From an optimization exercise on the open Yosys and OpenROAD flow, aimed at a short achievable clock period and few clock cycles; shortcuts taken in it are not production practice.
Where RTL was checked, it was by simulation tests only, not by an equivalence proof against the original.
The RTL of run 2 was laid out without a check of its function.
No activity file was given, so power comes from the tool's default toggle rates.

===== constraint.sdc =====
create_clock -name core_clock -period 4.5 [get_ports {clk}]
set_input_delay 0.9000 -clock core_clock [delete_from_list [all_inputs] [get_ports {clk}]]
set_output_delay 0.9000 -clock core_clock [all_outputs]
set_load 0.01 [all_outputs]

===== design.v =====
module projectCPU2021(
  clk,
  rst,
  wrEn,
  data_fromRAM,
  addr_toRAM,
  data_toRAM,
  PC,
  W
);
input clk, rst;
input wire [15:0] data_fromRAM;
output wire [15:0] data_toRAM;
output wire wrEn;
output wire [12:0] addr_toRAM;
output reg [12:0] PC;
output reg [15:0] W;
localparam NB = 4;
localparam OP_ADD = 3'b000, OP_NAND = 3'b001, OP_SRRL = 3'b010, OP_GE = 3'b011,
           OP_SZ = 3'b100, OP_CP2W = 3'b101, OP_CPFW = 3'b110, OP_JMP = 3'b111;
reg        ph;         
reg [12:0] addr_q;
reg        wr_q;
reg        skrec_q;    
reg [15:0] Wa;         
reg [15:0] Wd;         
reg        cur_f, cur_j, cur_o, cur_r2;
reg        in_i, in_t, in_o, in_s;
reg        d_valid;
reg [15:0] d_w;
reg        jfix;       
reg        e_valid;
reg [2:0]  e_op;
reg [12:0] fpc;        
reg [12:0] fa_q;       
reg [12:0] shadow;     
reg        fwd_q;      
reg        bv  [0:NB-1];
reg [12:0] bpc [0:NB-1];
reg [12:0] btg [0:NB-1];
reg [1:0]  bptr;
reg        bh_q;       
reg [12:0] bt_q;
reg [1:0]  bi_q;
reg [12:0] d_pc;       
reg [12:0] d_pc1, d_pc2;   
reg        d_pred;     
reg [12:0] d_ptgt;
reg [1:0]  d_bi;
reg        e_pred;
reg [12:0] e_ptgt;
reg [1:0]  e_bi;
reg        jm_q;       
reg [12:0] jt_q;       
reg [1:0]  jb_q;
assign addr_toRAM = addr_q;
assign wrEn       = wr_q & ~rst;
assign data_toRAM = Wd;
wire [15:0] din = data_fromRAM;
wire [15:0] iw     = fwd_q ? Wa : din;
wire        i_jmp  = (iw[15:13] == OP_JMP);
wire [2:0]  d_op   = d_w[15:13];
wire        d_ind;
cpu_zero13 u_dind (.x(d_w[12:0]), .z(d_ind));
wire [12:0] d_ea   = d_ind ? shadow : d_w[12:0];
wire        d_hits_fa = d_ind ? (shadow == fa_q) : (d_w[12:0] == fa_q);
reg        bhit;
reg [12:0] btgt;
reg [1:0]  bidx;
integer    b;
always @* begin
    bhit = 1'b0;
    btgt = 13'd0;
    bidx = 2'd0;
    for (b = 0; b < NB; b = b + 1)
        if (bv[b] && bpc[b] == fa_q) begin
            bhit = 1'b1;
            btgt = btgt | btg[b];
            bidx = bidx | b[1:0];
        end
end
wire [12:0] bt1, jt1;
cpu_inc13  u_incb (.x(bt_q), .y(bt1));
cpu_inc13  u_incj (.x(jt_q), .y(jt1));
wire        exec   = in_o & e_valid;
wire        zero;
cpu_zero16 u_zero (.x(din), .z(zero));
wire        skip   = exec & (e_op == OP_SZ) & zero;
wire        wen_w  = exec & (e_op != OP_SZ) & (e_op != OP_JMP);
wire [15:0] w_next;
cpu_alu    u_alu  (.op(e_op), .wen(wen_w), .rst(rst), .w(Wa), .d(din), .y(w_next));
wire        jmiss  = exec & e_pred & (din[12:0] != e_ptgt);
wire        d_live = d_valid;
wire [12:0] tgt    = d_live ? din[12:0] : fpc;
wire [12:0] din1;
cpu_inc13  u_incdi (.x(din[12:0]), .y(din1));
wire [12:0] fpc1;
cpu_inc13  u_incf (.x(fpc), .y(fpc1));
always @(posedge clk) begin
    W  <= w_next;      
    Wa <= w_next;
    Wd <= w_next;
    if (rst) begin
        ph      <= 1'b1;
        addr_q  <= 13'd2;
        wr_q    <= 1'b0;
        skrec_q <= 1'b0;
        cur_f   <= 1'b0;
        cur_j   <= 1'b0;
        cur_o   <= 1'b0;
        cur_r2  <= 1'b1;
        in_i    <= 1'b0;
        in_t    <= 1'b0;
        in_o    <= 1'b0;
        in_s    <= 1'b0;
        d_valid <= 1'b0;
        d_w     <= 16'd0;
        jfix    <= 1'b0;
        e_valid <= 1'b0;
        e_op    <= 3'd0;
        fpc     <= 13'd0;
        fa_q    <= 13'd0;
        shadow  <= 13'd0;
        fwd_q   <= 1'b0;
        d_pc    <= 13'd0;
        d_pc1   <= 13'd0;
        d_pc2   <= 13'd0;
        d_pred  <= 1'b0;
        d_ptgt  <= 13'd0;
        d_bi    <= 2'd0;
        e_pred  <= 1'b0;
        e_ptgt  <= 13'd0;
        e_bi    <= 2'd0;
        for (b = 0; b < NB; b = b + 1) begin
            bv[b]  <= 1'b0;
            bpc[b] <= 13'd0;
            btg[b] <= 13'd0;
        end
        bptr    <= 2'd0;
        bh_q    <= 1'b0;
        bt_q    <= 13'd0;
        bi_q    <= 2'd0;
        jm_q    <= 1'b0;
        jt_q    <= 13'd0;
        jb_q    <= 2'd0;
        PC      <= 13'd0;
    end else begin
        ph    <= ~ph;
        in_i  <= cur_f;
        in_t  <= cur_j;
        in_o  <= cur_o;
        in_s  <= cur_r2;
        cur_f  <= 1'b0;
        cur_j  <= 1'b0;
        cur_o  <= 1'b0;
        cur_r2 <= 1'b0;
        wr_q    <= 1'b0;
        fwd_q   <= 1'b0;
        skrec_q <= ~ph & d_valid & d_pred & skip;
        jm_q    <= jmiss;
        jt_q    <= din[12:0];
        jb_q    <= e_bi;
        bh_q    <= bhit & cur_f;
        bt_q    <= btgt;
        bi_q    <= bidx;
        if (in_s)
            shadow <= din[12:0];
        if (wr_q && addr_q == 13'd2)
            shadow <= Wa[12:0];
        if (ph) begin
            e_valid <= d_live & ~jm_q & (d_op != OP_CPFW) & ((d_op != OP_JMP) | d_pred);
            e_op    <= d_op;
            e_pred  <= d_live & ~jm_q & d_pred;
            e_ptgt  <= d_ptgt;
            e_bi    <= d_bi;
            jfix    <= 1'b0;
            if (jm_q) begin
                bv[jb_q]  <= 1'b1;
                btg[jb_q] <= jt_q;
                d_valid <= 1'b0;
                d_pred  <= 1'b0;
                addr_q  <= jt_q;
                fa_q    <= jt_q;
                fpc     <= jt1;
                cur_f   <= 1'b1;
            end else if (skrec_q) begin
                d_valid <= 1'b0;
                d_pred  <= 1'b0;
                addr_q  <= d_pc1;
                fa_q    <= d_pc1;
                fpc     <= d_pc2;
                cur_f   <= 1'b1;
            end else if (in_i) begin
                d_valid <= 1'b1;
                d_w     <= iw;
                d_pc    <= fa_q;
                d_pc1   <= fpc;
                d_pc2   <= fpc1;
                d_pred  <= i_jmp & bh_q;
                d_ptgt  <= bt_q;
                d_bi    <= bi_q;
                PC      <= fa_q;
                if (i_jmp & bh_q) begin
                    addr_q <= bt_q;
                    fa_q   <= bt_q;
                    fpc    <= bt1;
                    cur_f  <= 1'b1;
                end else if (i_jmp) begin
                    addr_q <= iw[12:0];
                    cur_j  <= 1'b1;
                end else begin
                    addr_q <= fpc;
                    fa_q   <= fpc;
                    fpc    <= fpc1;
                    cur_f  <= 1'b1;
                end
            end else if (in_t) begin
                d_valid <= 1'b0;
                d_pred  <= 1'b0;
                if (d_live) begin
                    bv[bptr]  <= 1'b1;
                    bpc[bptr] <= d_pc;
                    btg[bptr] <= din[12:0];
                    bptr      <= bptr + 2'd1;
                end
                addr_q  <= tgt;
                fa_q    <= tgt;
                fpc     <= d_live ? din1 : fpc1;
                cur_f   <= 1'b1;
            end else begin
                d_valid <= 1'b0;
                d_pred  <= 1'b0;
                addr_q  <= fpc;
                fa_q    <= fpc;
                fpc     <= fpc1;
                cur_f   <= 1'b1;
            end
        end else begin
            if (skip)
                d_valid <= 1'b0;
            if (cur_j) begin
                if (d_live & d_ind & ~jfix) begin
                    addr_q <= shadow;
                    cur_j  <= 1'b1;
                    jfix   <= 1'b1;
                    ph     <= 1'b0;
                end
            end else if (d_live & ((d_op != OP_JMP) | d_pred)) begin
                addr_q  <= d_ea;
                wr_q    <= (d_op == OP_CPFW) & ~skip & ~jmiss;
                cur_o   <= (d_op != OP_CPFW);
                fwd_q   <= (d_op == OP_CPFW) & ~skip & ~jmiss & cur_f & d_hits_fa;
            end
        end
    end
end
endmodule
module cpu_inc13(x, y);
input  [12:0] x;
output [12:0] y;
assign y = x + 13'd1;
endmodule
module cpu_zero16(x, z);
input  [15:0] x;
output        z;
assign z = (x == 16'd0);
endmodule
module cpu_zero13(x, z);
input  [12:0] x;
output        z;
assign z = (x == 13'd0);
endmodule
module cpu_alu(op, wen, rst, w, d, y);
input  [2:0]  op;
input         wen, rst;
input  [15:0] w, d;
output [15:0] y;
wire s_add, s_nand, s_srrl, s_ge, s_cp, s_hold;
alu_sel u_sel (.op(op), .wen(wen), .rst(rst), .s_add(s_add), .s_nand(s_nand),
               .s_srrl(s_srrl), .s_ge(s_ge), .s_cp(s_cp), .s_hold(s_hold));
wire [15:0] sum, nandv, srrl;
wire        ge;
alu_add  u_add  (.a(w), .b(d), .s(sum));
alu_ge   u_ge   (.a(w), .b(d), .ge(ge));
alu_srrl u_srrl (.w(w), .d(d), .y(srrl));
alu_nand u_nand (.a(w), .b(d), .y(nandv));
alu_out  u_out  (.s_add(s_add), .s_nand(s_nand), .s_srrl(s_srrl), .s_ge(s_ge),
                 .s_cp(s_cp), .s_hold(s_hold), .sum(sum), .nandv(nandv),
                 .srrl(srrl), .ge(ge), .d(d), .w(w), .y(y));
endmodule
module alu_sel(op, wen, rst, s_add, s_nand, s_srrl, s_ge, s_cp, s_hold);
input  [2:0] op;
input        wen, rst;
output       s_add, s_nand, s_srrl, s_ge, s_cp, s_hold;
wire   en = wen & ~rst;
assign s_add  = en & (op == 3'b000);
assign s_nand = en & (op == 3'b001);
assign s_srrl = en & (op == 3'b010);
assign s_ge   = en & (op == 3'b011);
assign s_cp   = en & (op == 3'b101);
assign s_hold = ~wen & ~rst;
endmodule
module alu_out(s_add, s_nand, s_srrl, s_ge, s_cp, s_hold, sum, nandv, srrl, ge, d, w, y);
input         s_add, s_nand, s_srrl, s_ge, s_cp, s_hold;
input  [15:0] sum, nandv, srrl, d, w;
input         ge;
output [15:0] y;
assign y = ({16{s_add}} & sum) | ({16{s_nand}} & nandv) | ({16{s_srrl}} & srrl) |
           {15'd0, s_ge & ge} | ({16{s_cp}} & d) | ({16{s_hold}} & w);
endmodule
module alu_nand(a, b, y);
input  [15:0] a, b;
output [15:0] y;
assign y = ~(a & b);
endmodule
module alu_add(a, b, s);
input  [15:0] a, b;
output [15:0] s;
wire [15:0] gn0, pn0, x;
wire [15:0] g1, p1, gn2, pn2, g3, p3, gn4, pn4;
ks_pg  u0 (.a(a), .b(b), .gn(gn0), .pn(pn0), .x(x));
ks_oai #(.D(1)) u1 (.gn(gn0), .pn(pn0), .g(g1), .p(p1));
ks_aoi #(.D(2)) u2 (.g(g1), .p(p1), .gn(gn2), .pn(pn2));
ks_oai #(.D(4)) u3 (.gn(gn2), .pn(pn2), .g(g3), .p(p3));
ks_aoi #(.D(8)) u4 (.g(g3), .p(p3), .gn(gn4), .pn(pn4));
ks_sum u5 (.x(x), .cn(gn4), .s(s));
endmodule
module alu_ge(a, b, ge);
input  [15:0] a, b;
output        ge;
wire [15:0] gn0, pn0;
wire [15:0] g1, p1, gn2, pn2, g3, p3, gn4, pn4;
ge_pg  u0 (.a(a), .b(b), .gn(gn0), .pn(pn0));
ks_oai #(.D(1)) u1 (.gn(gn0), .pn(pn0), .g(g1), .p(p1));
ks_aoi #(.D(2)) u2 (.g(g1), .p(p1), .gn(gn2), .pn(pn2));
ks_oai #(.D(4)) u3 (.gn(gn2), .pn(pn2), .g(g3), .p(p3));
ks_aoi #(.D(8)) u4 (.g(g3), .p(p3), .gn(gn4), .pn(pn4));
assign ge = ~gn4[15];
endmodule
module ks_pg(a, b, gn, pn, x);
input  [15:0] a, b;
output [15:0] gn, pn, x;
assign gn = ~(a & b);
assign pn = ~(a | b);
assign x  = a ^ b;
endmodule
module ge_pg(a, b, gn, pn);
input  [15:0] a, b;
output [15:0] gn, pn;
assign pn = ~(a | ~b);
assign gn = {~(a[15:1] & ~b[15:1]), ~(a[0] | ~b[0])};
endmodule
module ks_oai(gn, pn, g, p);
parameter D = 1;
input  [15:0] gn, pn;
output [15:0] g, p;
genvar i;
generate
    for (i = 0; i < 16; i = i + 1) begin : lv
        if (i < D) begin : lo
            assign g[i] = ~gn[i];
            assign p[i] = ~pn[i];
        end else begin : hi
            assign g[i] = ~(gn[i] & (pn[i] | gn[i-D]));
            assign p[i] = ~(pn[i] | pn[i-D]);
        end
    end
endgenerate
endmodule
module ks_aoi(g, p, gn, pn);
parameter D = 2;
input  [15:0] g, p;
output [15:0] gn, pn;
genvar i;
generate
    for (i = 0; i < 16; i = i + 1) begin : lv
        if (i < D) begin : lo
            assign gn[i] = ~g[i];
            assign pn[i] = ~p[i];
        end else begin : hi
            assign gn[i] = ~(g[i] | (p[i] & g[i-D]));
            assign pn[i] = ~(p[i] & p[i-D]);
        end
    end
endgenerate
endmodule
module ks_sum(x, cn, s);
input  [15:0] x, cn;
output [15:0] s;
assign s = {~(x[15:1] ^ cn[14:0]), x[0]};
endmodule
module alu_srrl(w, d, y);
input  [15:0] w, d;
output [15:0] y;
wire [15:0] oh;
wire        m_shr, m_wr, m_shl, m_wl;
srrl_dec   u_dec (.d(d), .oh(oh), .m_shr(m_shr), .m_wr(m_wr), .m_shl(m_shl), .m_wl(m_wl));
wire [15:0] shr, wr, shl, wl;
srrl_terms u_t   (.w(w), .oh(oh), .shr(shr), .wr(wr), .shl(shl), .wl(wl));
srrl_out   u_o   (.shr(shr), .wr(wr), .shl(shl), .wl(wl),
                  .m_shr(m_shr), .m_wr(m_wr), .m_shl(m_shl), .m_wl(m_wl), .y(y));
endmodule
module srrl_dec(d, oh, m_shr, m_wr, m_shl, m_wl);
input  [15:0] d;
output [15:0] oh;
output        m_shr, m_wr, m_shl, m_wl;
wire   hz  = (d[15:6] == 10'd0);
wire   s_r = hz & ~d[5] & ~d[4];
wire   s_l = hz & ~d[5] &  d[4];
wire   s_rr = hz & d[5] & ~d[4];
assign m_shr = s_r | s_rr;
assign m_wr  = s_rr;
assign m_shl = ~(s_r | s_rr);
assign m_wl  = ~(s_r | s_rr | s_l);
genvar i;
generate
    for (i = 0; i < 16; i = i + 1) begin : o
        assign oh[i] = (d[3:0] == i);
    end
endgenerate
endmodule
module srrl_terms(w, oh, shr, wr, shl, wl);
input  [15:0] w, oh;
output reg [15:0] shr, wr, shl, wl;
integer i, j;
always @* begin
    shr = 16'd0; wr = 16'd0; shl = 16'd0; wl = 16'd0;
    for (i = 0; i < 16; i = i + 1)
        for (j = 0; j < 16; j = j + 1) begin
            if (i + j <= 15) shr[i] = shr[i] | (oh[j] & w[i+j]);
            else             wr[i]  = wr[i]  | (oh[j] & w[i+j-16]);
            if (j <= i)      shl[i] = shl[i] | (oh[j] & w[i-j]);
            else             wl[i]  = wl[i]  | (oh[j] & w[i-j+16]);
        end
end
endmodule
module srrl_out(shr, wr, shl, wl, m_shr, m_wr, m_shl, m_wl, y);
input  [15:0] shr, wr, shl, wl;
input         m_shr, m_wr, m_shl, m_wl;
output [15:0] y;
assign y = ({16{m_shr}} & shr) | ({16{m_wr}} & wr) | ({16{m_shl}} & shl) | ({16{m_wl}} & wl);
endmodule

===== run.sh =====
#!/bin/bash
# synth_recipe.tcl (not shown) runs the flow's synth.tcl, then flattens the netlist and writes it again
# the make line also repeats each setting of config.mk as NAME=value (left out here)
make -C /OpenROAD-flow-scripts/flow DESIGN_CONFIG=/design/flow/config.mk WORK_HOME=/design/flow/orfs CLKGATE_MAP_FILE= SYNTH_SCRIPT=/design/flow/synth_recipe.tcl finish

===== config.mk =====
export PLATFORM = sky130hd
export DESIGN_NAME = projectCPU2021
export DESIGN_NICKNAME = projectCPU2021
export VERILOG_FILES = /design/flow/design.v
export SDC_FILE = /design/flow/constraint.sdc
export NUM_CORES = 4
export LEC_CHECK = 0
export ABC_CLOCK_PERIOD_IN_PS = 2000
export CAP_MARGIN = 20
export CORE_MARGIN = 2
export CORE_UTILIZATION = 40
export SETUP_SLACK_MARGIN = 2.5
export SLEW_MARGIN = 20
export SYNTH_HIERARCHICAL = 1
export SYNTH_MINIMUM_KEEP_SIZE = 0

==> reports/metrics.cfg, run 1 <==
[clocking]
clk_pin_slew_ns = 0.06
cts-hold-fix-buffers = 0
cts_made_buffers = 36
clock_sinks = 315
h-tree-depth = 2
root_buffer = clkbuf_16
clock_latency_ns = 0.56
cts_tree = done
cts_buffer_depth = 3

[power_and_ir_drop]
powerDensity_nw_per_um2 = 251.0
swShare_pct = 28.02
power_switching_mw = 2.015
seqPwrFrac_pct = 43.7
p_int_mw = 5.174
vdd_ir_drop_max_uv = 234.5
combPwrFrac_pct = 15.8
leakagePower_nw = 10.90
pwr-share-clk_pct = 40.5

[finish]
fin_nets = 2849
final_cell_area_sq_um = 28640
layout-drive-gt1-share_pct = 33.86
stdcell_count = 3503
antenna_cells = 0
syn_to_final_growth_pct = 38.11

[place]
dpl_cell_area_sq_um = 22540
gp_congestion = 0.9703
port_buffers = 76
place_inst = 3164
hpwlAfterDp_um = 58020
place_ws_ns = 0.7107

[grt]
grt_pass1_wl_um = 143200
grt.overflow.total = 0
grtUsageMet2_pct = 55.45
grt-busiest-layer = met2
gr-usage-all-layers_pct = 35.60
grt_start_max_net_pins = 71
use_met3_pct = 7.776
grt_util_met1_pct = 42.27
antenna_found_initial = 0
grt_pass1_vias = 21650

[floorplan]
core_area_sq_um = 51300
die-width_um = 231.7
die_area_sq_um = 53670
die_y_um = 231.7
initial_core_util_pct = 40.42
pin_count = 77
rows = 83

[route]
viasPerCell = 6.454
drc = 0
num_vias = 22610
firstDrtPassIters = 9
postRouteAntennaNets = 0
routed_wirelength_um = 99290
drt_iter0_markers = 2950
wl_per_cell_um = 28.35

[critical_path]
cp_max_fo = 6
critPathRequiredTime_ns = 4.93
end_kind = flop
crit_arrival_ns = 2.90
cp-start-kind = input port
rr_worst_depth = 10
crit_type = input port to flop

[timing]
hold_viol_final = 0
fmax_mhz = 405.9
worstMarginPinSlew_ns = 0.8813
finalCritPeriodShare_pct = 54.75
finalSetupViolCount = 0
clock-skew-final_ns = 0.02430
tns_ns = 0
slew_headroom_pct = 41.25
timing.final.ws_setup_ns = 2.036
slew_viol_final = 0
rsz0062_at_grt = yes
final.min_clock_period_ns = 2.464

[synthesis]
netlist_instances = 2519
synthesis.area_sq_um = 20730
yosysWarnings = 8
synth_area_per_cell_sq_um = 8.231

[hold_path]
worstHoldPathCells = 2
hp-class = flop to flop

[run_status]
status = timing/DRC/antenna clean

[job]
maxCapViolCount = 0

sequential cells by signal (all words and copies together), names as in the netlist, 3 cells and up:
name	cells
bpc	52
btg	52
Wd	16
d_w	16
PC	13
addr_q	13
bt_q	13
d_pc1	13
d_pc2	13
d_ptgt	13
e_ptgt	13
fa_q	13
fpc	13
jt_q	13
shadow	13
bv	4
e_op	3
layout make-up:
class	count	area, sq um
Timing Repair Buffer	457	4962
Multi-Input combinational cell	1884	13690
Sequential cell	315	7604
Inverter	102	400.4
Tap cell	680	850.8
Fill cell	4513	22670
Clock buffer	51	1013
Clock inverter	14	116.4
final timing paths:
kind                         from      end  slack (ns)
setup / recovery  data_fromRAM[3]    Wd[5]        2.04
hold / removal            bi_q[1]  d_bi[1]        0.45
setup reg to reg           Wd[10]   Wd[14]        2.11
hold reg to reg           bi_q[1]  d_bi[1]        0.45
power by group through the flow:
stage / Combinational, mW / Clock (mW) / Sequential, mW
finish: 1.14 / 2.91 / 3.14
global route: 1.18 / 3.03 / 3.15
CTS: 0.988 / 2.92 / 3.13
detailed placement: 0.761 / 0 / 3.21
global placement: 0.753 / 0 / 3.21
floorplan: 0.510 / 0 / 3.15
metrics by stage:
stage	power, mW	hold slack, ns	util, %
after floorplan	3.656	0.4138	-
after global placement	3.962	0.4198	43.90
after detailed placement	3.973	0.4345	43.93
after global routing	7.355	0.4602	55.82
final	7.189	0.4474	55.82
after CTS	7.042	0.4476	53.10
cell usage in the layout (no fill, tap or decap), types with 43 or more instances in the layout:
| cell type | count |
|---|---|
| a21oi_1 | 77 |
| a22oi_1 | 93 |
| a22oi_2 | 49 |
| buf_12 | 58 |
| buf_4 | 232 |
| buf_6 | 98 |
| dfxtp_1 | 124 |
| dfxtp_4 | 45 |
| edfxtp_1 | 108 |
| inv_1 | 84 |
| mux2i_1 | 73 |
| nand2_1 | 431 |
| nand3_1 | 88 |
| nand4_1 | 121 |
| nor2_1 | 150 |
| nor2b_1 | 43 |
| xnor2_1 | 108 |
repair_timing:
item / in CTS / in global routing
cloned: 21 / 6
setup endpoints to repair: 425 / 243
setup buffers: 204 / 43
gates resized for setup: 777 / 226
pin swaps: 141 / 104
worst max-delay path, cell delays in order:
cell and delay [ns]:
buf_12 0.12, buf_8 0.13, nand2b_4 0.10, buf_6 0.11, nor2_4 0.08, buf_8 0.15
buf_6 0.12, buf_6 0.12, a22oi_2 0.13, and3_1 0.18, nand4_1 0.10, a22oi_2 0.32
nand2_1 0.13, a22oi_2 0.13, nand2_1 0.06
layer usage:
metal | wire length (um) | part of all wire [%]
met5 | 0 | 0
met4 | 9677 | 9.7
met3 | 10380 | 10
met2 | 43550 | 44
met1 | 35680 | 36
Testbench counts, summed over its fixed seeds: cycles 105,416.
==> run 2: changes to the inputs <==
--- a/design.v
+++ b/design.v
@@ -23,5 +23,6 @@
 reg        wr_q;
+reg        w2_q;       
 reg        skrec_q;    
-reg [15:0] Wa;         
-reg [15:0] Wd;         
+reg [15:0] Wn;         
+wire [15:0] Wa = ~Wn;
 reg        cur_f, cur_j, cur_o, cur_r2;
@@ -31,2 +32,4 @@
 reg        jfix;       
+reg        d_ind;      
+reg [12:0] d_ea;       
 reg        e_valid;
@@ -57,11 +60,17 @@
 assign wrEn       = wr_q & ~rst;
-assign data_toRAM = Wd;
+assign data_toRAM = W;
 wire [15:0] din = data_fromRAM;
 wire [15:0] iw     = fwd_q ? Wa : din;
-wire        i_jmp  = (iw[15:13] == OP_JMP);
+wire        i_jmp  = fwd_q ? (Wa[15:13] == OP_JMP) : (din[15:13] == OP_JMP);
 wire [2:0]  d_op   = d_w[15:13];
-wire        d_ind;
-cpu_zero13 u_dind (.x(d_w[12:0]), .z(d_ind));
-wire [12:0] d_ea   = d_ind ? shadow : d_w[12:0];
-wire        d_hits_fa = d_ind ? (shadow == fa_q) : (d_w[12:0] == fa_q);
+wire        d_hits_fa = (d_ea == fa_q);
+wire        z_din, z_w;
+cpu_zero13 u_zdin (.x(din[12:0]), .z(z_din));
+cpu_zero13 u_zw   (.x(Wa[12:0]), .z(z_w));
+wire        i_ind  = fwd_q ? z_w : z_din;
+wire [12:0] sh_now = w2_q ? Wa[12:0] : shadow;
+wire [12:0] ea_din, ea_w, i_ea;
+cpu_mux13  u_eadin (.s(z_din), .a(sh_now), .b(din[12:0]), .y(ea_din));
+cpu_mux13  u_eaw   (.s(z_w), .a(sh_now), .b(Wa[12:0]), .y(ea_w));
+cpu_mux13  u_ea    (.s(fwd_q), .a(ea_w), .b(ea_din), .y(i_ea));
 reg        bhit;
@@ -100,4 +109,3 @@
     W  <= w_next;      
-    Wa <= w_next;
-    Wd <= w_next;
+    Wn <= ~w_next;
     if (rst) begin
@@ -106,2 +114,3 @@
         wr_q    <= 1'b0;
+        w2_q    <= 1'b0;
         skrec_q <= 1'b0;
@@ -118,2 +127,4 @@
         jfix    <= 1'b0;
+        d_ind   <= 1'b0;
+        d_ea    <= 13'd0;
         e_valid <= 1'b0;
@@ -157,2 +168,3 @@
         wr_q    <= 1'b0;
+        w2_q    <= 1'b0;
         fwd_q   <= 1'b0;
@@ -167,3 +179,3 @@
             shadow <= din[12:0];
-        if (wr_q && addr_q == 13'd2)
+        if (w2_q)
             shadow <= Wa[12:0];
@@ -195,2 +207,4 @@
                 d_w     <= iw;
+                d_ind   <= i_ind;
+                d_ea    <= i_ea;
                 d_pc    <= fa_q;
@@ -242,3 +256,3 @@
                 if (d_live & d_ind & ~jfix) begin
-                    addr_q <= shadow;
+                    addr_q <= d_ea;
                     cur_j  <= 1'b1;
@@ -250,2 +264,3 @@
                 wr_q    <= (d_op == OP_CPFW) & ~skip & ~jmiss;
+                w2_q    <= (d_op == OP_CPFW) & ~skip & ~jmiss & (d_ea == 13'd2);
                 cur_o   <= (d_op != OP_CPFW);
@@ -307,4 +322,17 @@
 output [15:0] y;
-assign y = ({16{s_add}} & sum) | ({16{s_nand}} & nandv) | ({16{s_srrl}} & srrl) |
-           {15'd0, s_ge & ge} | ({16{s_cp}} & d) | ({16{s_hold}} & w);
+wire [15:0] t1, t2, t3;
+alu_aoi22 u1 (.a({16{s_add}}),  .b(sum),   .c({16{s_nand}}), .d(nandv),           .y(t1));
+alu_aoi22 u2 (.a({16{s_srrl}}), .b(srrl),  .c({16{s_cp}}),   .d(d),               .y(t2));
+alu_aoi22 u3 (.a({16{s_hold}}), .b(w),     .c({16{s_ge}}),   .d({15'd0, ge}),     .y(t3));
+alu_nand3 u4 (.a(t1), .b(t2), .c(t3), .y(y));
+endmodule
+module alu_aoi22(a, b, c, d, y);
+input  [15:0] a, b, c, d;
+output [15:0] y;
+assign y = ~((a & b) | (c & d));
+endmodule
+module alu_nand3(a, b, c, y);
+input  [15:0] a, b, c;
+output [15:0] y;
+assign y = ~(a & b & c);
 endmodule
@@ -394,26 +422,27 @@
 output [15:0] y;
-wire [15:0] oh;
-wire        m_shr, m_wr, m_shl, m_wl;
-srrl_dec   u_dec (.d(d), .oh(oh), .m_shr(m_shr), .m_wr(m_wr), .m_shl(m_shl), .m_wl(m_wl));
-wire [15:0] shr, wr, shl, wl;
-srrl_terms u_t   (.w(w), .oh(oh), .shr(shr), .wr(wr), .shl(shl), .wl(wl));
-srrl_out   u_o   (.shr(shr), .wr(wr), .shl(shl), .wl(wl),
-                  .m_shr(m_shr), .m_wr(m_wr), .m_shl(m_shl), .m_wl(m_wl), .y(y));
+wire [3:0]  s0r, s1r, s0l, s1l;
+wire [15:0] er, el;
+srrl_ctl_r u_cr (.d(d), .s0(s0r), .s1(s1r), .er(er));
+srrl_ctl_l u_cl (.d(d), .s0(s0l), .s1(s1l), .el(el));
+wire [15:0] r1, l1, r2, l2;
+srrl_st1r u_r1 (.w(w), .s(s0r), .r(r1));
+srrl_st1l u_l1 (.w(w), .s(s0l), .l(l1));
+srrl_st2r u_r2 (.r1(r1), .s(s1r), .r(r2));
+srrl_st2l u_l2 (.l1(l1), .s(s1l), .l(l2));
+srrl_fin  u_f  (.r(r2), .l(l2), .er(er), .el(el), .y(y));
 endmodule
-module srrl_dec(d, oh, m_shr, m_wr, m_shl, m_wl);
+module srrl_ctl_r(d, s0, s1, er);
 input  [15:0] d;
-output [15:0] oh;
-output        m_shr, m_wr, m_shl, m_wl;
-wire   hz  = (d[15:6] == 10'd0);
-wire   s_r = hz & ~d[5] & ~d[4];
-wire   s_l = hz & ~d[5] &  d[4];
-wire   s_rr = hz & d[5] & ~d[4];
-assign m_shr = s_r | s_rr;
-assign m_wr  = s_rr;
-assign m_shl = ~(s_r | s_rr);
-assign m_wl  = ~(s_r | s_rr | s_l);
+output [3:0]  s0, s1;
+output [15:0] er;
+wire   hz   = (d[15:6] == 10'd0);
+wire   s_r  = hz & ~d[5] & ~d[4];
+wire   s_rr = hz &  d[5] & ~d[4];
+wire [3:0] k = d[3:0];
+assign s0 = {k[1:0] == 2'd3, k[1:0] == 2'd2, k[1:0] == 2'd1, k[1:0] == 2'd0};
+assign s1 = {k[3:2] == 2'd3, k[3:2] == 2'd2, k[3:2] == 2'd1, k[3:2] == 2'd0};
 genvar i;
 generate
-    for (i = 0; i < 16; i = i + 1) begin : o
-        assign oh[i] = (d[3:0] == i);
+    for (i = 0; i < 16; i = i + 1) begin : m
+        assign er[i] = s_rr | (s_r & ({1'b0, k} <= 5'd15 - i));
     end
@@ -421,22 +450,59 @@
 endmodule
-module srrl_terms(w, oh, shr, wr, shl, wl);
-input  [15:0] w, oh;
-output reg [15:0] shr, wr, shl, wl;
-integer i, j;
-always @* begin
-    shr = 16'd0; wr = 16'd0; shl = 16'd0; wl = 16'd0;
-    for (i = 0; i < 16; i = i + 1)
-        for (j = 0; j < 16; j = j + 1) begin
-            if (i + j <= 15) shr[i] = shr[i] | (oh[j] & w[i+j]);
-            else             wr[i]  = wr[i]  | (oh[j] & w[i+j-16]);
-            if (j <= i)      shl[i] = shl[i] | (oh[j] & w[i-j]);
-            else             wl[i]  = wl[i]  | (oh[j] & w[i-j+16]);
-        end
-end
+module srrl_ctl_l(d, s0, s1, el);
+input  [15:0] d;
+output [3:0]  s0, s1;
+output [15:0] el;
+wire   hz   = (d[15:6] == 10'd0);
+wire   s_r  = hz & ~d[5] & ~d[4];
+wire   s_l  = hz & ~d[5] &  d[4];
+wire   s_rr = hz &  d[5] & ~d[4];
+wire   s_rl = ~(s_r | s_l | s_rr);
+wire [3:0] k = d[3:0];
+assign s0 = {k[1:0] == 2'd3, k[1:0] == 2'd2, k[1:0] == 2'd1, k[1:0] == 2'd0};
+assign s1 = {k[3:2] == 2'd3, k[3:2] == 2'd2, k[3:2] == 2'd1, k[3:2] == 2'd0};
+genvar i;
+generate
+    for (i = 0; i < 16; i = i + 1) begin : m
+        assign el[i] = s_rl | (s_l & ({1'b0, k} <= i));
+    end
+endgenerate
 endmodule
-module srrl_out(shr, wr, shl, wl, m_shr, m_wr, m_shl, m_wl, y);
-input  [15:0] shr, wr, shl, wl;
-input         m_shr, m_wr, m_shl, m_wl;
+module srrl_st1r(w, s, r);
+input  [15:0] w;
+input  [3:0]  s;
+output [15:0] r;
+assign r = ({16{s[0]}} & w) | ({16{s[1]}} & {w[0], w[15:1]}) |
+           ({16{s[2]}} & {w[1:0], w[15:2]}) | ({16{s[3]}} & {w[2:0], w[15:3]});
+endmodule
+module srrl_st1l(w, s, l);
+input  [15:0] w;
+input  [3:0]  s;
+output [15:0] l;
+assign l = ({16{s[0]}} & w) | ({16{s[1]}} & {w[14:0], w[15]}) |
+           ({16{s[2]}} & {w[13:0], w[15:14]}) | ({16{s[3]}} & {w[12:0], w[15:13]});
+endmodule
+module srrl_st2r(r1, s, r);
+input  [15:0] r1;
+input  [3:0]  s;
+output [15:0] r;
+assign r = ({16{s[0]}} & r1) | ({16{s[1]}} & {r1[3:0], r1[15:4]}) |
+           ({16{s[2]}} & {r1[7:0], r1[15:8]}) | ({16{s[3]}} & {r1[11:0], r1[15:12]});
+endmodule
+module srrl_st2l(l1, s, l);
+input  [15:0] l1;
+input  [3:0]  s;
+output [15:0] l;
+assign l = ({16{s[0]}} & l1) | ({16{s[1]}} & {l1[11:0], l1[15:12]}) |
+           ({16{s[2]}} & {l1[7:0], l1[15:8]}) | ({16{s[3]}} & {l1[3:0], l1[15:4]});
+endmodule
+module srrl_fin(r, l, er, el, y);
+input  [15:0] r, l, er, el;
 output [15:0] y;
-assign y = ({16{m_shr}} & shr) | ({16{m_wr}} & wr) | ({16{m_shl}} & shl) | ({16{m_wl}} & wl);
+assign y = (r & er) | (l & el);
+endmodule
+module cpu_mux13(s, a, b, y);
+input         s;
+input  [12:0] a, b;
+output [12:0] y;
+assign y = s ? a : b;
 endmodule
--- a/config.mk
+++ b/config.mk
@@ -10,3 +10,4 @@
 export CORE_MARGIN = 2
-export CORE_UTILIZATION = 40
+export CORE_UTILIZATION = 55
+export PLACE_DENSITY = 0.7
 export SETUP_SLACK_MARGIN = 2.5
==> run 2 against run 1 <==
Net effect:
- global-route usage rose by 5.5 points
- critical path depth shrank 5
- via count decreased by 6.0%
- power up 5.4%
- routed wire length down 15%
- still clean on timing, DRC and antenna
- sequential share of layout area grew 2.6 points
- synthesized cell count decreased by 2.2%
==> reports/metrics.cfg, run 2 <==
[clocking]
root_buffer = clkbuf_16
cts_buffer_depth = 3
clock_latency_ns = 0.56
clk_pin_slew_ns = 0.06
cts_tree = done
cts_made_buffers = 37
h-tree-depth = 2
clock_sinks = 333
cts-hold-fix-buffers = 0

[timing]
finalSetupViolCount = 0
worstMarginPinSlew_ns = 1.004
clock-skew-final_ns = 0.02745
timing.hold.ws_ns = 0.4348
slew_headroom_pct = 32.74
rsz0062_at_grt = yes
fmax_mhz = 417.4
finalCritPeriodShare_pct = 53.24
hold_viol_final = 0
final.min_clock_period_ns = 2.396
tns_ns = 0
slew_viol_final = 0

[finish]
syn_to_final_growth_pct = 30.40
stdcell_count = 3208
final_cell_mix = 336 x nand2_1, 160 x buf_4, 145 x dfxtp_1, 142 x nor2_1, 133 x inv_1
layout-drive-gt1-share_pct = 34.24
final_common_cell = nand2_1
fill_cells = 2743
final_cell_area_sq_um = 27160
largest_registers = bpc x52, btg x52
fin_nets = 2721

[floorplan]
initial_core_util_pct = 55.57
core_area_sq_um = 37490
die-width_um = 198.6
die_area_sq_um = 39450
rows = 71
pin_count = 77
die_y_um = 198.6

[critical_path]
rr_worst_depth = 10
end_kind = flop
critPathRequiredTime_ns = 4.98
crit_arrival_ns = 2.87
cp-start-kind = flop
crit_type = flop to flop
cp_max_fo = 13

[route]
wl_met3_um = 10550
dr_wl_met2_um = 36490
drc = 0
viasPerCell = 6.626
drt_iter0_markers = 2487
highest_layer = met4
wl_per_cell_um = 26.40
routed_wirelength_um = 84700
met1_length_um = 31080
num_vias = 21255
firstDrtPassIters = 7
postRouteAntennaNets = 0

[grt]
gr-usage-all-layers_pct = 41.14
grt_pass1_wl_um = 122500
grt.overflow.total = 0
grt_pass1_vias = 20217
grt_start_max_net_pins = 65
antenna_found_initial = 0

[power_and_ir_drop]
pwr-share-clk_pct = 43.7
p_int_mw = 5.569
swShare_pct = 26.50
seqPwrFrac_pct = 43.3
combPwrFrac_pct = 13.0
p_total_mw = 7.577
powerDensity_nw_per_um2 = 278.9
power_switching_mw = 2.008
vdd_ir_drop_max_uv = 256.8
leakagePower_nw = 10.42

[place]
place_inst = 2952
gp_congestion = 0.9858
dpl_cell_area_sq_um = 22170
port_buffers = 76
hpwlAfterDp_um = 50260

[job]
maxCapViolCount = 0

[synthesis]
synth_area_per_cell_sq_um = 8.458
synthesis.area_sq_um = 20830
yosysWarnings = 7
netlist_instances = 2463

[hold_path]
worstHoldPathCells = 2
hp-class = flop to flop

[run_status]
status = timing/DRC/antenna clean

==> run 2: path summary, 6_finish.rpt <==
check / from / endpoint / slack (ns)
setup / recovery: Wn[15] / Wn[0] / 2.10
hold / removal: bi_q[1] / d_bi[1] / 0.43
setup reg to reg: Wn[15] / Wn[0] / 2.10
hold reg to reg: bi_q[1] / d_bi[1] / 0.43
==> run 2: cell type report <==
class | instances | area [sq um] | area share [%]
Multi-Input combinational cell | 1813 | 13270 | 48.84
Sequential cell | 333 | 7908 | 29.11
Clock inverter | 15 | 227.7 | 0.8383
Tap cell | 511 | 639.4 | 2.354
Clock buffer | 52 | 1086 | 3.998
Timing Repair Buffer | 326 | 3382 | 12.45
Inverter | 157 | 651.9 | 2.400
Antenna cell | 1 | 2.502 | 0.009212
==> run 2: power by group through the flow <==
stage,logic (mW),registers [mW],clock network (mW)
final,0.983,3.28,3.31
after CTS,0.885,3.28,3.30
after global routing,1.02,3.28,3.42
after detailed placement,0.701,3.35,0
after floorplan,0.491,3.30,0
after global placement,0.689,3.35,0
==> run 2: worst max-delay path, cell delays in order, from the launching register on <==
cell and delay, ns:
dfxtp_1 0.40, inv_1 0.34, nor2b_1 0.29, o21ai_1 0.20
a21oi_1 0.37, o21ai_1 0.14, a21oi_2 0.14, inv_1 0.09
a22oi_2 0.16, nand3_2 0.11, inv_1 0.07
==> run 2: timing repair <==
| item | 4_1_cts | 5_1_grt |
|---|---|---|
| gates resized for setup | 676 | 186 |
| gates cloned | 14 | 6 |
| setup endpoints to repair | 442 | 248 |
| buffers inserted | 141 | 27 |
| pin swaps | 93 | 83 |
==> run 2: metrics by stage <==
stage               setup WS [ns]  util (%)
floorplan                   1.918         -
global placement           0.7178     59.13
detailed placement         0.6660     59.14
CTS                         2.215     69.64
global route                2.150     72.45
finish                      2.104     72.46
==> run 2: routing by layer <==
layer	global-route usage (%)	up-vias
met4	26.98	0
met2	62.89	1552
met1	52.14	10116
li1	-	9131
met5	0	-
met3	9.512	456
==> run 3: changes to the inputs <==
--- a/design.v
+++ b/design.v
@@ -23,3 +23,2 @@
 reg        wr_q;
-reg        w2_q;       
 reg        skrec_q;    
@@ -63,14 +62,9 @@
 wire [15:0] iw     = fwd_q ? Wa : din;
-wire        i_jmp  = fwd_q ? (Wa[15:13] == OP_JMP) : (din[15:13] == OP_JMP);
+wire        i_jmp  = (iw[15:13] == OP_JMP);
 wire [2:0]  d_op   = d_w[15:13];
 wire        d_hits_fa = (d_ea == fa_q);
-wire        z_din, z_w;
-cpu_zero13 u_zdin (.x(din[12:0]), .z(z_din));
-cpu_zero13 u_zw   (.x(Wa[12:0]), .z(z_w));
-wire        i_ind  = fwd_q ? z_w : z_din;
-wire [12:0] sh_now = w2_q ? Wa[12:0] : shadow;
-wire [12:0] ea_din, ea_w, i_ea;
-cpu_mux13  u_eadin (.s(z_din), .a(sh_now), .b(din[12:0]), .y(ea_din));
-cpu_mux13  u_eaw   (.s(z_w), .a(sh_now), .b(Wa[12:0]), .y(ea_w));
-cpu_mux13  u_ea    (.s(fwd_q), .a(ea_w), .b(ea_din), .y(i_ea));
+wire        i_ind;
+cpu_zero13 u_iind (.x(iw[12:0]), .z(i_ind));
+wire [12:0] sh_now = (wr_q && addr_q == 13'd2) ? Wa[12:0] : shadow;
+wire [12:0] i_ea   = i_ind ? sh_now : iw[12:0];
 reg        bhit;
@@ -114,3 +108,2 @@
         wr_q    <= 1'b0;
-        w2_q    <= 1'b0;
         skrec_q <= 1'b0;
@@ -168,3 +161,2 @@
         wr_q    <= 1'b0;
-        w2_q    <= 1'b0;
         fwd_q   <= 1'b0;
@@ -179,3 +171,3 @@
             shadow <= din[12:0];
-        if (w2_q)
+        if (wr_q && addr_q == 13'd2)
             shadow <= Wa[12:0];
@@ -264,3 +256,2 @@
                 wr_q    <= (d_op == OP_CPFW) & ~skip & ~jmiss;
-                w2_q    <= (d_op == OP_CPFW) & ~skip & ~jmiss & (d_ea == 13'd2);
                 cur_o   <= (d_op != OP_CPFW);
@@ -422,34 +413,14 @@
 output [15:0] y;
-wire [3:0]  s0r, s1r, s0l, s1l;
+wire [3:0]  s0, s1;
 wire [15:0] er, el;
-srrl_ctl_r u_cr (.d(d), .s0(s0r), .s1(s1r), .er(er));
-srrl_ctl_l u_cl (.d(d), .s0(s0l), .s1(s1l), .el(el));
+srrl_ctl  u_c  (.d(d), .s0(s0), .s1(s1), .er(er), .el(el));
 wire [15:0] r1, l1, r2, l2;
-srrl_st1r u_r1 (.w(w), .s(s0r), .r(r1));
-srrl_st1l u_l1 (.w(w), .s(s0l), .l(l1));
-srrl_st2r u_r2 (.r1(r1), .s(s1r), .r(r2));
-srrl_st2l u_l2 (.l1(l1), .s(s1l), .l(l2));
+srrl_st1  u_r1 (.w(w), .s(s0), .r(r1), .l(l1));
+srrl_st2  u_r2 (.r1(r1), .l1(l1), .s(s1), .r(r2), .l(l2));
 srrl_fin  u_f  (.r(r2), .l(l2), .er(er), .el(el), .y(y));
 endmodule
-module srrl_ctl_r(d, s0, s1, er);
+module srrl_ctl(d, s0, s1, er, el);
 input  [15:0] d;
 output [3:0]  s0, s1;
-output [15:0] er;
-wire   hz   = (d[15:6] == 10'd0);
-wire   s_r  = hz & ~d[5] & ~d[4];
-wire   s_rr = hz &  d[5] & ~d[4];
-wire [3:0] k = d[3:0];
-assign s0 = {k[1:0] == 2'd3, k[1:0] == 2'd2, k[1:0] == 2'd1, k[1:0] == 2'd0};
-assign s1 = {k[3:2] == 2'd3, k[3:2] == 2'd2, k[3:2] == 2'd1, k[3:2] == 2'd0};
-genvar i;
-generate
-    for (i = 0; i < 16; i = i + 1) begin : m
-        assign er[i] = s_rr | (s_r & ({1'b0, k} <= 5'd15 - i));
-    end
-endgenerate
-endmodule
-module srrl_ctl_l(d, s0, s1, el);
-input  [15:0] d;
-output [3:0]  s0, s1;
-output [15:0] el;
+output [15:0] er, el;
 wire   hz   = (d[15:6] == 10'd0);
@@ -465,2 +436,3 @@
     for (i = 0; i < 16; i = i + 1) begin : m
+        assign er[i] = s_rr | (s_r & ({1'b0, k} <= 5'd15 - i));
         assign el[i] = s_rl | (s_l & ({1'b0, k} <= i));
@@ -469,29 +441,19 @@
 endmodule
-module srrl_st1r(w, s, r);
+module srrl_st1(w, s, r, l);
 input  [15:0] w;
 input  [3:0]  s;
-output [15:0] r;
-assign r = ({16{s[0]}} & w) | ({16{s[1]}} & {w[0], w[15:1]}) |
-           ({16{s[2]}} & {w[1:0], w[15:2]}) | ({16{s[3]}} & {w[2:0], w[15:3]});
+output [15:0] r, l;
+wire [15:0] r0 = w, r_1 = {w[0], w[15:1]}, r_2 = {w[1:0], w[15:2]}, r_3 = {w[2:0], w[15:3]};
+wire [15:0] l0 = w, l_1 = {w[14:0], w[15]}, l_2 = {w[13:0], w[15:14]}, l_3 = {w[12:0], w[15:13]};
+assign r = ({16{s[0]}} & r0) | ({16{s[1]}} & r_1) | ({16{s[2]}} & r_2) | ({16{s[3]}} & r_3);
+assign l = ({16{s[0]}} & l0) | ({16{s[1]}} & l_1) | ({16{s[2]}} & l_2) | ({16{s[3]}} & l_3);
 endmodule
-module srrl_st1l(w, s, l);
-input  [15:0] w;
+module srrl_st2(r1, l1, s, r, l);
+input  [15:0] r1, l1;
 input  [3:0]  s;
-output [15:0] l;
-assign l = ({16{s[0]}} & w) | ({16{s[1]}} & {w[14:0], w[15]}) |
-           ({16{s[2]}} & {w[13:0], w[15:14]}) | ({16{s[3]}} & {w[12:0], w[15:13]});
-endmodule
-module srrl_st2r(r1, s, r);
-input  [15:0] r1;
-input  [3:0]  s;
-output [15:0] r;
-assign r = ({16{s[0]}} & r1) | ({16{s[1]}} & {r1[3:0], r1[15:4]}) |
-           ({16{s[2]}} & {r1[7:0], r1[15:8]}) | ({16{s[3]}} & {r1[11:0], r1[15:12]});
-endmodule
-module srrl_st2l(l1, s, l);
-input  [15:0] l1;
-input  [3:0]  s;
-output [15:0] l;
-assign l = ({16{s[0]}} & l1) | ({16{s[1]}} & {l1[11:0], l1[15:12]}) |
-           ({16{s[2]}} & {l1[7:0], l1[15:8]}) | ({16{s[3]}} & {l1[3:0], l1[15:4]});
+output [15:0] r, l;
+wire [15:0] r_4 = {r1[3:0], r1[15:4]}, r_8 = {r1[7:0], r1[15:8]}, r_12 = {r1[11:0], r1[15:12]};
+wire [15:0] l_4 = {l1[11:0], l1[15:12]}, l_8 = {l1[7:0], l1[15:8]}, l_12 = {l1[3:0], l1[15:4]};
+assign r = ({16{s[0]}} & r1) | ({16{s[1]}} & r_4) | ({16{s[2]}} & r_8) | ({16{s[3]}} & r_12);
+assign l = ({16{s[0]}} & l1) | ({16{s[1]}} & l_4) | ({16{s[2]}} & l_8) | ({16{s[3]}} & l_12);
 endmodule
@@ -502,7 +464 @@
 endmodule
-module cpu_mux13(s, a, b, y);
-input         s;
-input  [12:0] a, b;
-output [12:0] y;
-assign y = s ? a : b;
-endmodule
==> run 3 against run 2 <==
Net effect:
- largest cell class unchanged
- largest power group is now sequential cells
- cell count decreased by 2.5%
- non-clock buffer count grew 40
- maximum frequency increased by 1.7%
- register-to-register slack improved by 0.16 ns
- synthesized area decreased by 3.5%
==> reports/metrics.cfg, run 3 <==
[run_status]
status = timing/DRC/antenna clean

[timing]
worstMarginPinSlew_ns = 0.8225
clock-skew-final_ns = 0.03018
finalCritPeriodShare_pct = 52.32
slew_viol_final = 0
timing.hold.ws_ns = 0.4343
hold_viol_final = 0
tns_ns = 0
rsz0062_at_grt = yes
fmax_mhz = 424.7
slew_headroom_pct = 45.05
finalSetupViolCount = 0
final.min_clock_period_ns = 2.354

[clocking]
h-tree-depth = 2
clock_sinks = 332
cts_made_buffers = 37
clk_pin_slew_ns = 0.06
cts_buffer_depth = 3
cts-hold-fix-buffers = 0
root_buffer = clkbuf_16
clock_latency_ns = 0.55
cts_tree = done

[place]
hpwlAfterDp_um = 48840
gp_congestion = 0.9614
port_buffers = 76
dpl_cell_area_sq_um = 21350

[route]
drc = 0
wl_per_cell_um = 27.57
num_vias = 20932
drt_iter0_markers = 3252
firstDrtPassIters = 12
routed_wirelength_um = 86250
postRouteAntennaNets = 0
viasPerCell = 6.692

[power_and_ir_drop]
leakagePower_nw = 10.45
power_switching_mw = 2.092
powerDensity_nw_per_um2 = 277.7
p_int_mw = 5.354
pwr-share-clk_pct = 39.6
p_total_mw = 7.446
swShare_pct = 28.09
combPwrFrac_pct = 15.4
vdd_ir_drop_max_uv = 283.3
seqPwrFrac_pct = 44.9

[grt]
use_met3_pct = 12.31
gr-usage-all-layers_pct = 42.85
grtUsageMet2_pct = 62.66
grt.overflow.total = 0
grt_util_met1_pct = 56.68
grt_pass1_vias = 19761
grt_start_max_net_pins = 51
grt_pass1_wl_um = 123600
grt-busiest-layer = met2
antenna_found_initial = 2

[synthesis]
synth_area_per_cell_sq_um = 8.498
netlist_instances = 2366
synthesis.area_sq_um = 20110
yosysWarnings = 7

[floorplan]
core_area_sq_um = 36350
die-width_um = 195.2
die_y_um = 195.2
die_area_sq_um = 38100
pin_count = 77
initial_core_util_pct = 55.32
rows = 70

[critical_path]
crit_arrival_ns = 2.74
critPathRequiredTime_ns = 4.89
crit_type = input port to flop
cp-start-kind = input port
cp_max_fo = 6
end_kind = flop

[job]
maxCapViolCount = 0

[finish]
post-route-util_pct = 73.76
largest_registers = bpc x52, btg x52
final_common_cell = nand2_1
final_cell_mix = 285 x nand2_1, 217 x nor2_1, 198 x buf_4, 136 x inv_1, 132 x dfxtp_1
final_cell_area_sq_um = 26810
fin_nets = 2684
syn_to_final_growth_pct = 33.34
layout-drive-gt1-share_pct = 35.61

[hold_path]
hp-class = flop to flop

run 3: worst paths after layout:
kind              startpoint  endpoint  slack (ns)  cells after the start
max          data_fromRAM[0]     W[13]        2.15                     13
min                  bi_q[0]   d_bi[0]        0.43                      2
max reg2reg            fwd_q   d_ea[8]        2.26                      9
min reg2reg          bi_q[0]   d_bi[0]        0.43                      2
run 3: metrics by stage:
stage	std cells	worst slack (ns)
floorplan	2380	2.080
global placement	2814	0.7795
detailed placement	2814	0.8425
CTS	3073	2.333
global route	3128	2.148
finish	3128	2.146
run 3: repair_timing:
item                       4_1_cts  5_1_grt
pin swaps                      136      112
cloned                          30       10
buffers inserted               162       44
setup endpoints to repair      449      290
gates resized for setup        740      157
run 3: critical path, stage by stage:
cell and delay, ns:
buf_12 0.11, buf_12 0.12, buf_16 0.12, nand2_8 0.13, inv_12 0.06, nand2_2 0.08
nand4_1 0.14, buf_4 0.19, a22oi_2 0.14, nand2_1 0.11, a22o_1 0.27, a22oi_2 0.21
nand3_1 0.15
run 3: area by class of cell:
cell class | instances | area (sq um)
tap | 468 | 585.6
timing repair inverter | 2 | 25.02
multi-input combinational | 1725 | 12620
inverter | 167 | 708.2
clock inverter | 18 | 171.4
antenna | 1 | 2.502
timing repair buffer | 366 | 3804
fill | 2546 | 9537
clock buffer | 49 | 980.9
sequential | 332 | 7913
run 3: power by group through the flow:
stage | registers [mW] | clock network, mW | logic [mW]
CTS | 3.33 | 2.94 | 1.00
global placement | 3.39 | 0 | 0.748
finish | 3.35 | 2.95 | 1.15
floorplan | 3.32 | 0 | 0.558
detailed placement | 3.39 | 0 | 0.759
global route | 3.35 | 3.07 | 1.19
run 3: metal layers:
| metal | wire length [um] | share of wire [%] | up-vias |
|---|---|---|---|
| met5 | 0 | 0 | - |
| met4 | 6712 | 7.8 | 0 |
| met3 | 12150 | 14 | 519 |
| met2 | 35210 | 41 | 1742 |
| met1 | 32180 | 37 | 9829 |
| li1 | - | - | 8842 |
Testbench counts of run 3, summed over its fixed seeds: cycles 105,416.
==> run 4: changes to the inputs <==
--- a/design.v
+++ b/design.v
@@ -23,2 +23,3 @@
 reg        wr_q;
+reg        w2_q;       
 reg        skrec_q;    
@@ -67,3 +68,3 @@
 cpu_zero13 u_iind (.x(iw[12:0]), .z(i_ind));
-wire [12:0] sh_now = (wr_q && addr_q == 13'd2) ? Wa[12:0] : shadow;
+wire [12:0] sh_now = w2_q ? Wa[12:0] : shadow;
 wire [12:0] i_ea   = i_ind ? sh_now : iw[12:0];
@@ -94,3 +95,5 @@
 cpu_alu    u_alu  (.op(e_op), .wen(wen_w), .rst(rst), .w(Wa), .d(din), .y(w_next));
-wire        jmiss  = exec & e_pred & (din[12:0] != e_ptgt);
+wire        tne;
+cpu_ne13   u_tne  (.a(din[12:0]), .b(e_ptgt), .ne(tne));
+wire        jmiss  = exec & e_pred & tne;
 wire        d_live = d_valid;
@@ -108,2 +111,3 @@
         wr_q    <= 1'b0;
+        w2_q    <= 1'b0;
         skrec_q <= 1'b0;
@@ -161,2 +165,3 @@
         wr_q    <= 1'b0;
+        w2_q    <= 1'b0;
         fwd_q   <= 1'b0;
@@ -171,3 +176,3 @@
             shadow <= din[12:0];
-        if (wr_q && addr_q == 13'd2)
+        if (w2_q)
             shadow <= Wa[12:0];
@@ -256,2 +261,3 @@
                 wr_q    <= (d_op == OP_CPFW) & ~skip & ~jmiss;
+                w2_q    <= (d_op == OP_CPFW) & ~skip & ~jmiss & (d_ea == 13'd2);
                 cur_o   <= (d_op != OP_CPFW);
@@ -268,12 +274,2 @@
 endmodule
-module cpu_zero16(x, z);
-input  [15:0] x;
-output        z;
-assign z = (x == 16'd0);
-endmodule
-module cpu_zero13(x, z);
-input  [12:0] x;
-output        z;
-assign z = (x == 13'd0);
-endmodule
 module cpu_alu(op, wen, rst, w, d, y);
@@ -425,3 +421,4 @@
 output [15:0] er, el;
-wire   hz   = (d[15:6] == 10'd0);
+wire   hz;
+cpu_zero16 u_hz (.x({6'd0, d[15:6]}), .z(hz));
 wire   s_r  = hz & ~d[5] & ~d[4];
@@ -464 +461,37 @@
 endmodule
+module g_nor2v(a, b, y);
+parameter N = 1;
+input  [N-1:0] a, b;
+output [N-1:0] y;
+assign y = ~(a | b);
+endmodule
+module g_nand2v(a, b, y);
+parameter N = 1;
+input  [N-1:0] a, b;
+output [N-1:0] y;
+assign y = ~(a & b);
+endmodule
+module cpu_zero16(x, z);
+input  [15:0] x;
+output        z;
+wire [7:0] l1;
+wire [3:0] l2;
+wire [1:0] l3;
+g_nor2v  #(.N(8)) u1 (.a(x[15:8]), .b(x[7:0]), .y(l1));
+g_nand2v #(.N(4)) u2 (.a(l1[7:4]), .b(l1[3:0]), .y(l2));
+g_nor2v  #(.N(2)) u3 (.a(l2[3:2]), .b(l2[1:0]), .y(l3));
+assign z = l3[1] & l3[0];
+endmodule
+module cpu_zero13(x, z);
+input  [12:0] x;
+output        z;
+cpu_zero16 u (.x({3'd0, x}), .z(z));
+endmodule
+module cpu_ne13(a, b, ne);
+input  [12:0] a, b;
+output        ne;
+wire [12:0] x = a ^ b;
+wire        z;
+cpu_zero16 u (.x({3'd0, x}), .z(z));
+assign ne = ~z;
+endmodule
==> run 4 against run 3 <==
Net effect:
- sequential share of layout area is 1.1 points higher
- count of clock-buffer cells in the layout is 4 higher
- synthesized area rose by 0.55%
- utilization down 2.9 points
- setup slack improved by 0.028 ns
- cell area fell by 3.7%
- combinational power is 19% lower
==> reports/metrics.cfg, run 4 <==
[critical_path]
critPathRequiredTime_ns = 4.94
cp-start-kind = input port
cp_max_fo = 17
rr_startpoint = Wn[7]
crit_arrival_ns = 2.77
crit_type = input port to flop
rr_worst_depth = 10
cp-startpoint = data_fromRAM[1]
end_kind = flop

[grt]
grt_pass1_wl_um = 113900
grt_start_max_net_pins = 84
antenna_found_initial = 2
grt_pass1_vias = 18719
gr-usage-all-layers_pct = 39.17
grt.overflow.total = 0

[synthesis]
synth_area_per_cell_sq_um = 8.344
yosysWarnings = 7
netlist_instances = 2423
synthesis.area_sq_um = 20220

[timing]
finalSetupViolCount = 0
slew_headroom_pct = 34.92
rsz0062_at_grt = yes
hold_viol_final = 0
final.min_clock_period_ns = 2.327
clock-skew-final_ns = 0.01771
worstMarginPinSlew_ns = 0.9749
timing.hold.ws_ns = 0.4331
fmax_mhz = 429.8
tns_ns = 0
finalCritPeriodShare_pct = 51.70
slew_viol_final = 0

[clocking]
clk_pin_slew_ns = 0.06
cts_tree = done
cts_buffer_depth = 3
clock_sinks = 333
root_buffer = clkbuf_16
h-tree-depth = 2
cts_made_buffers = 39
cts-hold-fix-buffers = 0
clock_latency_ns = 0.58

[finish]
fin_nets = 2681
layout-drive-gt1-share_pct = 29.89
syn_to_final_growth_pct = 27.73
largest_registers = bpc x52, btg x52
final_cell_mix = 342 x nand2_1, 202 x nor2_1, 148 x buf_4, 142 x dfxtp_1, 128 x inv_1
final_cell_area_sq_um = 25820
post-route-util_pct = 70.88
final_common_cell = nand2_1

[floorplan]
rows = 70
core_area_sq_um = 36430
die-width_um = 195.7
die_y_um = 195.7
die_area_sq_um = 38310
initial_core_util_pct = 55.49
pin_count = 77

[power_and_ir_drop]
leakagePower_nw = 10.10
p_total_mw = 7.458
powerDensity_nw_per_um2 = 288.8
vdd_ir_drop_max_uv = 356.7

[route]
postRouteAntennaNets = 0
num_vias = 20013
viasPerCell = 6.402
drt_iter0_markers = 2455
firstDrtPassIters = 8
wl_per_cell_um = 24.70
drc = 0
routed_wirelength_um = 77200

[place]
gp_congestion = 0.9944
port_buffers = 76
hpwlAfterDp_um = 49070
dpl_cell_area_sq_um = 21540

[job]
maxCapViolCount = 0

[hold_path]
hp-class = flop to flop
min_from = bi_q[1]
worstHoldPathCells = 2

[run_status]
status = timing/DRC/antenna clean

==> run 4: power breakdown <==
part	total, mW	internal [mW]	switching [mW]
logic	0.931	0.392	0.538
registers	3.30	3.18	0.124
clock network	3.22	1.87	1.35
==> run 4: stage by stage <==
| step | std cells | worst slack [ns] |
|---|---|---|
| floorplan | 2446 | 2.112 |
| global placement | 2884 | 0.6874 |
| detailed placement | 2885 | 0.7098 |
| finish | 3126 | 2.173 |
| global route | 3124 | 2.134 |
| CTS | 3101 | 2.316 |
==> run 4: repair_timing <==
item | in CTS | in global routing
gates cloned | 9 | 2
resized for setup | 663 | 123
endpoints found under the setup margin | 441 | 306
endpoints found under the hold margin | 0 | 0
pin swaps | 74 | 67
setup buffers | 138 | 21
==> run 4: critical path, stage by stage <==
cell and delay (ns):
buf_12 0.13, buf_6 0.13, nand2_4 0.06, clkinvlp_4 0.09, buf_12 0.16, nand2_2 0.09
nand4_1 0.18, buf_4 0.21, a22oi_2 0.19, nand2_1 0.09, a22o_1 0.24, a22oi_2 0.18
nand3_2 0.11
==> run 4: cell type report <==
class,instances,area [sq um]
antenna,2,5.005
clock buffer,53,1081
clock inverter,16,202.7
fill,2799,10610
inverter,150,640.6
multi-input combinational,1797,12340
sequential,333,7894
tap,468,585.6
timing repair buffer,306,3069
timing repair inverter,1,7.507
==> run 4: worst paths after layout <==
path | end | slack, ns
worst max-delay path | W[3] | 2.17
worst min-delay path | d_bi[1] | 0.43
worst max register to register | Wn[7] | 2.25
worst min register to register | d_bi[1] | 0.43
==> run 4: per-layer routing <==
metal / vias to the layer above / wire, um / track usage (%)
li1: 8854 / - / -
met1: 9550 / 30120 / 52.95
met2: 1305 / 33950 / 59.48
met3: 304 / 8498 / 7.564
met4: 0 / 4634 / 21.18
met5: - / 0 / 0
Testbench counts of run 4, summed over its fixed seeds: cycles 105,416.

## re-timing with driven ports
No port has a modelled driver above. Below, the same layouts with a new extraction and two added sets of constraints. Step 1, drivers: a clkbuf_16 drives clk and a buf_2 each remaining input, both assumed. Step 2 moves the port delays by t, midway between the first and last clock arrival at a register: inputs arrive t later, outputs are due t later. That takes back most of the time a late clock gives input paths. Slacks: no drivers / after step 1 / after step 2; pairs: no drivers / after step 1.
run | t, ns | setup slack, ns | worst setup path at the end | latest minus earliest clock arrival (ns) | worst slew at a driven data input, ns
run 1 | 0.613 | 2.036 / 2.004 / 1.391 | input to register | 0.028 / 0.028 | 0.28
run 2 | 0.604 | 2.104 / 2.104 / 1.559 | input to register | 0.028 / 0.028 | 0.26
run 3 | 0.593 | 2.146 / 2.128 / 1.538 | input to register | 0.030 / 0.030 | 0.34
run 4 | 0.627 | 2.173 / 2.181 / 1.553 | input to register | 0.021 / 0.021 | 0.08
After both steps setup and hold are still met in every run listed. The setup slack of run 1, which loses most, moves by -0.032 ns with the drivers and by -0.645 ns with both steps.
